From an optimization exercise on the open Yosys and OpenROAD flow, aimed at small area, a short achievable clock period and few clock cycles; shortcuts taken in it are not production practice.
Only simulation tests tie the RTL to the original design; equivalence was not proved.
Power figures rest on the tool's default switching activity, not on a simulated workload.

==> inputs of build 85 <==
==> flow/design.v (excerpt) <==
module JAM (
           input CLK,
           input RST,
           output reg [2:0] W,
           output reg [2:0] J,
           input [6:0] Cost,
           output reg [3:0] MatchCount,
           output reg [9:0] MinCost,
           output reg Valid );
clock: 5.0 ns
lec_check: 0
cap_margin: 20
core_margin: 2
core_utilization: 40
setup_slack_margin: 1.4
slew_margin: 20
run.sh (not shown) runs the stock make flow with config.mk's settings and CLKGATE_MAP_FILE= SYNTH_SCRIPT=/design/flow/synth_recipe.tcl, a recipe that flattens the netlist after the stock synthesis.
==> build 94: changes against build 85 <==
Settings changed: CORE_UTILIZATION 40 to 60, SETUP_SLACK_MARGIN 1.4 to 1.0.
==> build 90: changes against build 85 <==
--- a/flow/design.v
+++ b/flow/design.v
@@ -27,13 +27,12 @@
 reg [7:0] s;            
 reg [2:0] i;            
 reg [7:0] minval;       
 reg [2:0] minj;
 reg [6:0] mu;           
 reg signed [8:0] off;   
-reg [7:0] rem;          
 reg       walking;
 reg [2:0] wj;
 reg       bv;
 reg [2:0] bt;
 reg [2:0] bj;
 reg [2:0] bW;
@@ -41,20 +40,20 @@
 reg       bfst;
 reg [7:0] bcand;        
 reg       bnew;         
 reg       bimpr;        
 reg       beq;          
 reg       elim;         
-reg       chg;          
 reg       ryser;
 reg [3:0] tq;           
 reg       tneg;
 reg       tv;
 reg       tlast;
 wire [7:0] mrow = minval;        
 wire [7:0] bits = Dq;            
+wire [7:0] Rm   = m;             
 wire [7:0] Cm   = s;             
 wire [7:0] kd   = minval;        
 wire [7:0] S    = Dq;            
 integer k, r;
 wire       bsrch = bv && (bt == ST_FIRST || bt == ST_SCAN);
 wire       bfin  = bv && (bt == ST_FINAL);
@@ -70,124 +69,58 @@
 wire [2:0] minj_e = (bsrch && bnew) ? bj : minj;
 wire [6:0] mu_e   = bend ? endd[6:0] : mu;
 wire [7:0] bj_oh  = 8'd1 << bj;
 wire [7:0] bitsf  = bnew ? bj_oh : (beq ? (bits | bj_oh) : bits);
 wire [7:0] mrowf  = bnew ? bcand : mrow;
 wire       bwrD   = bv && (bt == ST_FIRST || (bt == ST_SCAN && bimpr));
-reg [7:0] pm_oh;
-always @(*)
-    for (k = 0; k < 8; k = k + 1)
-        pm_oh[k] = (p[k] == bW);
-function [9:0] ks10;
-    input [9:0] a;
-    input [9:0] b;
-    input       cin;
-    reg [9:0] p, g, gg, pp, gn, pn;
-    integer q, d;
-    begin
-        p = a ^ b;
-        g = a & b;
-        gg = g;
-        gg[0] = g[0] | (p[0] & cin);
-        pp = p;
-        for (d = 1; d < 10; d = d * 2) begin
-            gn = gg;
-            pn = pp;
-            for (q = d; q < 10; q = q + 1) begin
-                gn[q] = gg[q] | (pp[q] & gg[q-d]);
-                pn[q] = pp[q] & pp[q-d];
-            end
-            gg = gn;
-            pp = pn;
-        end
-        ks10 = p ^ {gg[8:0], cin};
-    end
-endfunction
 wire [7:0] nv_J = nv[J];
 wire [7:0] Y_e = (bv && bnew) ? bcand : minval;    
 wire signed [9:0] cost_s = {3'd0, Cost};
 wire signed [9:0] Y_s    = {2'd0, Y_e};
 wire signed [9:0] Dq_s   = {2'd0, Dq};
-wire signed [9:0] Tm     = ks10(Y_s, ~X, 1'b1);
-wire signed [9:0] TD     = ks10(Dq_s, ~X, 1'b1);
+wire signed [9:0] Tm     = Y_s - X;
+wire signed [9:0] TD     = Dq_s - X;
 wire       lt    = cost_s < Tm;       
 wire       eqm   = cost_s == Tm;      
 wire       impr  = cost_s < TD;       
 wire       c3    = Dq < Y_e;
-wire signed [9:0] sum = ks10(X, cost_s, 1'b0);
+wire signed [9:0] sum = X + cost_s;
 wire       newmin = fst || ((st == ST_FIRST) ? lt : (impr ? lt : c3));
 wire [7:0] newD  = (st == ST_SCAN && !impr) ? Dq : sum[7:0];
 wire       xlt   = fst || lt;
 wire       xeq   = eqm;
-wire [9:0] ma  = {2'd0, Dq};
-wire [9:0] mb  = ~{3'd0, Cost};
-wire [9:0] mc  = ~{3'd0, nv_J[6:0]};
-wire [9:0] ms1 = ma ^ mb ^ mc;
-wire [9:0] mc1 = {(ma[8:0] & mb[8:0]) | (ma[8:0] & mc[8:0]) | (mb[8:0] & mc[8:0]), 1'b1};
-wire [9:0] offw = ks10(ms1, mc1, 1'b1);
-wire signed [8:0] offn = offw[8:0];
+wire signed [8:0] offn = {1'b0, Dq} - {2'd0, Cost} - {2'd0, nv_J[6:0]};
 wire [2:0] J1 = J + 3'd1;
 wire       rowlast = (J1 == cstart);
 wire [7:0] J_oh = 8'd1 << J;
-function [7:0] lowbit;
-    input [7:0] v;
-    reg [7:0] below;
-    integer q;
-    begin
-        below[0] = 1'b0;
-        for (q = 1; q < 8; q = q + 1)
-            below[q] = below[q-1] | v[q-1];
-        lowbit = v & ~below;
-    end
-endfunction
-function [2:0] enc8;
-    input [7:0] v;
-    begin
-        enc8 = {v[7] | v[6] | v[5] | v[4], v[7] | v[6] | v[3] | v[2],
-                v[7] | v[5] | v[3] | v[1]};
-    end
-endfunction
-reg [2:0] fus;
+reg [2:0] nxt, fus, fus2;
+reg       has_nxt;
 always @(*) begin
+    nxt = 3'd0;
+    has_nxt = 1'b0;
     fus = 3'd0;
-    for (k = 7; k >= 0; k = k - 1)
+    fus2 = 3'd0;
+    for (k = 7; k >= 0; k = k - 1) begin
+        if (k > J && !s[k]) begin
+            nxt = k;
+            has_nxt = 1'b1;
+        end
         if (!s[k]) fus = k;
-end
-wire [7:0] nxt_oh = lowbit(rem);
-wire       has_nxt = |rem;
-wire alast = (st == ST_SCAN) ? !has_nxt : rowlast;
-wire [7:0] J1_oh = {J_oh[6:0], J_oh[7]};
-reg  [6:0] nv_a;
-always @(*) begin
-    nv_a = 7'd0;
-    for (k = 0; k < 8; k = k + 1)
-        nv_a = nv_a | (nv[k][6:0] & {7{J1_oh[k]}});
-end
-wire [6:0] nvm_a = nv_a + mu_e;
-wire [6:0] nvn_a = |(s & J1_oh) ? nvm_a : nv_a;
-wire [7:0] jb_oh = nxt_oh;
-wire [2:0] jb    = enc8(jb_oh);
-reg  [7:0] nv_b, D_r;
-always @(*) begin
-    nv_b = 8'd0;
-    D_r = 8'd0;
-    for (k = 0; k < 8; k = k + 1) begin
-        nv_b = nv_b | (nv[k] & {8{jb_oh[k]}});
-        D_r = D_r | (D[k] & {8{jb_oh[k]}});
+        if (!s[k] && k != J) fus2 = k;
     end
 end
-wire [7:0] D_b   = (bwrD && |(bj_oh & jb_oh)) ? bcand : D_r;
+wire alast = (st == ST_SCAN) ? !has_nxt : rowlast;
+wire [7:0] nv_a  = nv[J1];
+wire [6:0] nvn_a = s[J1] ? nv_a[6:0] + mu_e : nv_a[6:0];
+wire [2:0] jb    = (st == ST_SCAN) ? nxt : fus2;
+wire [7:0] nv_b  = nv[jb];
+wire [7:0] D_b   = (bwrD && bj == jb) ? bcand : D[jb];
+wire signed [8:0] offs = (st == ST_MATCH) ? offn : off;
 wire signed [9:0] nvb_s = {3'd0, nv_b[6:0]};
-wire [9:0] ms2 = ms1 ^ mc1 ^ nvb_s;
-wire [9:0] mc2 = {(ms1[8:0] & mc1[8:0]) | (ms1[8:0] & nvb_s[8:0]) | (mc1[8:0] & nvb_s[8:0]), 1'b0};
-wire signed [9:0] Km = ks10(ms2, mc2, 1'b1);
-wire signed [9:0] Ks = ks10({off[8], off}, nvb_s, 1'b0);
-wire signed [9:0] Kn = (st == ST_MATCH) ? Km : Ks;
+wire signed [9:0] Kn = offs + nvb_s;
 wire [2:0] sgj   = fst ? J : minj_e;
-wire [7:0] s_e   = (st == ST_FIRST) ? (s & ~J_oh) : s;
-wire [7:0] rem_g = ~s_e & ~(8'd1 << sgj);
 wire       sgdone = fst || !m[sgj];
 wire [7:0] nv_f  = nv[fus];
 wire [2:0] wr = way[wj];
 reg [2:0] wc;
 reg       wfound;
 always @(*) begin
@@ -208,21 +141,33 @@
         m1 = {v[7] & v[6], v[5] & v[4], v[3] & v[2], v[1] & v[0]};
         a2 = {a1[3] | a1[2], a1[1] | a1[0]};
         m2 = {m1[3] | m1[2] | (a1[3] & a1[2]), m1[1] | m1[0] | (a1[1] & a1[0])};
         onehot8 = (a2[1] ^ a2[0]) ? !(m2[1] | m2[0]) : 1'b0;
     end
 endfunction
-reg [7:0] forced, yc;
+reg [7:0] rdel, cdel, xr, yc;
 always @(*) begin
+    rdel = 8'd0;
+    cdel = 8'd0;
+    for (r = 0; r < 8; r = r + 1) begin
+        xr = D[r] & Cm;
+        if (Rm[r] && onehot8(xr)) begin
+            rdel[r] = 1'b1;
+            cdel = cdel | xr;
+        end
+    end
     for (k = 0; k < 8; k = k + 1) begin
         for (r = 0; r < 8; r = r + 1)
-            yc[r] = D[r][k];
-        forced[k] = Cm[k] && (((D[k] & Cm) == 8'd0) || ((yc & Cm) == 8'd0));
+            yc[r] = D[r][k] & Rm[r];
+        if (Cm[k] && onehot8(yc)) begin
+            cdel[k] = 1'b1;
+            rdel = rdel | yc;
+        end
     end
 end
-wire [7:0] Cleft = Cm & ~forced;
+wire [7:0] Cleft = Cm & ~cdel;
 function [5:0] fcode;    
     input [3:0] n;
     input       alive;
     begin
         if (!alive) fcode = 6'b0_00_0_00;
         else case (n)
@@ -235,20 +180,20 @@
         4'd6: fcode = 6'b0_01_1_11;
         4'd7: fcode = 6'b0_00_1_10;
         default: fcode = 6'b0_11_0_00;
         endcase
     end
 endfunction
-wire [5:0] fc0 = fcode(nv[0][3:0], Cm[0]);
-wire [5:0] fc1 = fcode(nv[1][3:0], Cm[1]);
-wire [5:0] fc2 = fcode(nv[2][3:0], Cm[2]);
-wire [5:0] fc3 = fcode(nv[3][3:0], Cm[3]);
-wire [5:0] fc4 = fcode(nv[4][3:0], Cm[4]);
-wire [5:0] fc5 = fcode(nv[5][3:0], Cm[5]);
-wire [5:0] fc6 = fcode(nv[6][3:0], Cm[6]);
-wire [5:0] fc7 = fcode(nv[7][3:0], Cm[7]);
+wire [5:0] fc0 = fcode(nv[0][3:0], Rm[0]);
+wire [5:0] fc1 = fcode(nv[1][3:0], Rm[1]);
+wire [5:0] fc2 = fcode(nv[2][3:0], Rm[2]);
+wire [5:0] fc3 = fcode(nv[3][3:0], Rm[3]);
+wire [5:0] fc4 = fcode(nv[4][3:0], Rm[4]);
+wire [5:0] fc5 = fcode(nv[5][3:0], Rm[5]);
+wire [5:0] fc6 = fcode(nv[6][3:0], Rm[6]);
+wire [5:0] fc7 = fcode(nv[7][3:0], Rm[7]);
 reg        prz, psg;
 reg  [2:0] pe01, pe23, pe45, pe67;
 reg  [1:0] pt01, pt23, pt45, pt67;
 reg        pneg, pv, plast;
 always @(posedge CLK) begin
     prz  <= fc0[5] | fc1[5] | fc2[5] | fc3[5] | fc4[5] | fc5[5] | fc6[5] | fc7[5];
@@ -329,13 +274,13 @@
             minj <= bj;
         end
         if (bfin) begin
             minval <= mrowf;
             Dq <= bitsf;
             if (blast) begin
-                D[enc8(pm_oh)] <= bitsf & ~pm_oh;
+                D[bW] <= bitsf;
                 MinCost <= MinCost + {2'd0, mrowf};
             end
         end
         if (bend) begin
             if (bt == ST_FIRST)
                 for (k = 0; k < 8; k = k + 1) way[k] <= i;
@@ -357,13 +302,12 @@
                 cstart <= fus;
                 X <= {3'd0, nv_f[6:0]};
                 st <= (i == 3'd7) ? ST_FINAL : ST_FIRST;
             end else begin
                 W <= p[bj];
                 J <= bj;
-                rem <= ~s & ~bj_oh;
                 Dq <= bcand;
                 st <= ST_MATCH;
             end
         end else begin
             bt <= st;
             bj <= J;
@@ -380,13 +324,12 @@
                     nv[J] <= {1'b0, X[6:0]};
                     s[J] <= 1'b0;
                 end
                 fst <= 1'b0;
                 if (!alast) begin
                     J <= (st == ST_FIRST) ? J1 : jb;
-                    rem <= rem & ~nxt_oh;
                     X <= (st == ST_FIRST) ? {3'd0, nvn_a} : Kn;
                     Dq <= D_b;
                 end else begin
                     fst <= 1'b1;
                     if (sgdone) begin
                         W <= (i == 3'd7) ? 3'd0 : i + 3'd1;
@@ -394,23 +337,21 @@
                         cstart <= fus;
                         X <= {3'd0, nv_f[6:0]};
                         st <= (i == 3'd7) ? ST_FINAL : ST_FIRST;
                     end else begin
                         W <= p[sgj];
                         J <= sgj;
-                        rem <= rem_g;
                         Dq <= minv_e;
                         st <= ST_MATCH;
                     end
                 end
             end
             ST_MATCH: begin
                 off <= offn;
                 nv[J] <= nv_J - Dq;
                 J <= jb;
-                rem <= rem & ~nxt_oh;
                 X <= Kn;
                 Dq <= D_b;
                 fst <= 1'b1;
                 st <= ST_SCAN;
             end
             ST_FINAL: begin
@@ -430,49 +371,50 @@
                     W <= W + 3'd1;
                     if (W == 3'd7) st <= ST_FLUSH;
                 end
             end
             ST_FLUSH: begin
                 st <= ST_CNT;
-                chg <= 1'b1;
+                m <= 8'hff;
                 s <= 8'hff;
                 for (k = 0; k < 8; k = k + 1)
                     nv[k] <= 8'd0;
             end
             ST_CNT: begin
                 if (tv) MatchCount <= tneg ? MatchCount - tq : MatchCount + tq;
                 if (tlast) begin
                     Valid <= 1'b1;
                     st <= ST_DONE;
                 end
                 if (elim) begin
-                    if (Cm == 8'd0) begin
-                        MatchCount <= 4'd1;
-                        Valid <= 1'b1;
-                        st <= ST_DONE;
-                    end else if (!chg) begin
+                    if (rdel != 8'd0) begin
+                        m <= Rm & ~rdel;
+                        s <= Cleft;
+                        if (Cleft == 8'd0) begin
+                            MatchCount <= 4'd1;
+                            Valid <= 1'b1;
+                            st <= ST_DONE;
+                        end
+                    end else begin
                         elim <= 1'b0;
                         ryser <= 1'b1;
                         minval <= 8'd0;
                         Dq <= 8'd0;
-                    end else begin
-                        s <= Cleft;
-                        chg <= |forced;
                     end
                 end
                 tq <= term;
                 tneg <= pneg;
                 tv <= pv;
                 tlast <= plast;
                 if (ryser) begin
                     pneg <= (^S) ^ (^Cm);
                     pv <= 1'b1;
                     minval <= kdn;
                     Dq <= S ^ tb;
                     for (k = 0; k < 8; k = k + 1)
-                        if (|(D[k] & tb) || tb[k]) nv[k][3:0] <= tadd ? nv[k][3:0] + 4'd1 : nv[k][3:0] - 4'd1;
+                        if (|(D[k] & tb)) nv[k][3:0] <= tadd ? nv[k][3:0] + 4'd1 : nv[k][3:0] - 4'd1;
                     if (klast) begin
                         ryser <= 1'b0;
                         plast <= 1'b1;
                     end
                 end
             end
Settings changed: SETUP_SLACK_MARGIN 1.4 to 0.8.
==> notes.md <==
Of build 85 and build 90, build 85 has the higher setup slack (gap 0.29 ns). Sequential power, lowest first: build 90, build 85, build 94. Final area, highest first: build 90, build 85, build 94. Against build 94, the fmax of build 90 is smaller by about 3.5%. The highest sequential share of layout area belongs to build 94, the lowest to build 90. Of build 90 and build 85, build 90 has the higher final cell count (gap 7.0%, measured against build 85). First-iteration DRC count, highest first: build 85, build 94, build 90.
Testbench counts of build 85, summed over its fixed seeds: cycles 4,776.
Testbench counts of build 94, summed over its fixed seeds: cycles 4,776.
Testbench counts of build 90, summed over its fixed seeds: cycles 4,752.

-- static timing again, ports no longer ideal --
The results above use ideal ports. As a check the final layouts listed here were re-extracted and re-timed, cells and wires unchanged. Step 1: set_driving_cell puts a clkbuf_16 on CLK and a buf_2 on each other input, an assumption about the parent block. Step 2 also shifts input and output timing later by t, the mid clock arrival at the registers, as if the neighbouring blocks saw the same clock. a / b / c = ideal ports / drivers / drivers and shift; a / b = the first two.
run	t (ns)	setup slack, ns	pins driven straight from the clock port
build 85	0.667	1.036 / 1.036 / 0.622	1
build 94	0.639	0.893 / 0.893 / 0.560	1
build 90	0.640	0.745 / 0.745 / 0.294	1
After both steps setup and hold are still met in every run listed. The setup slack of build 90, which loses most, moves by 0.000 ns with the drivers and by -0.451 ns with both steps.
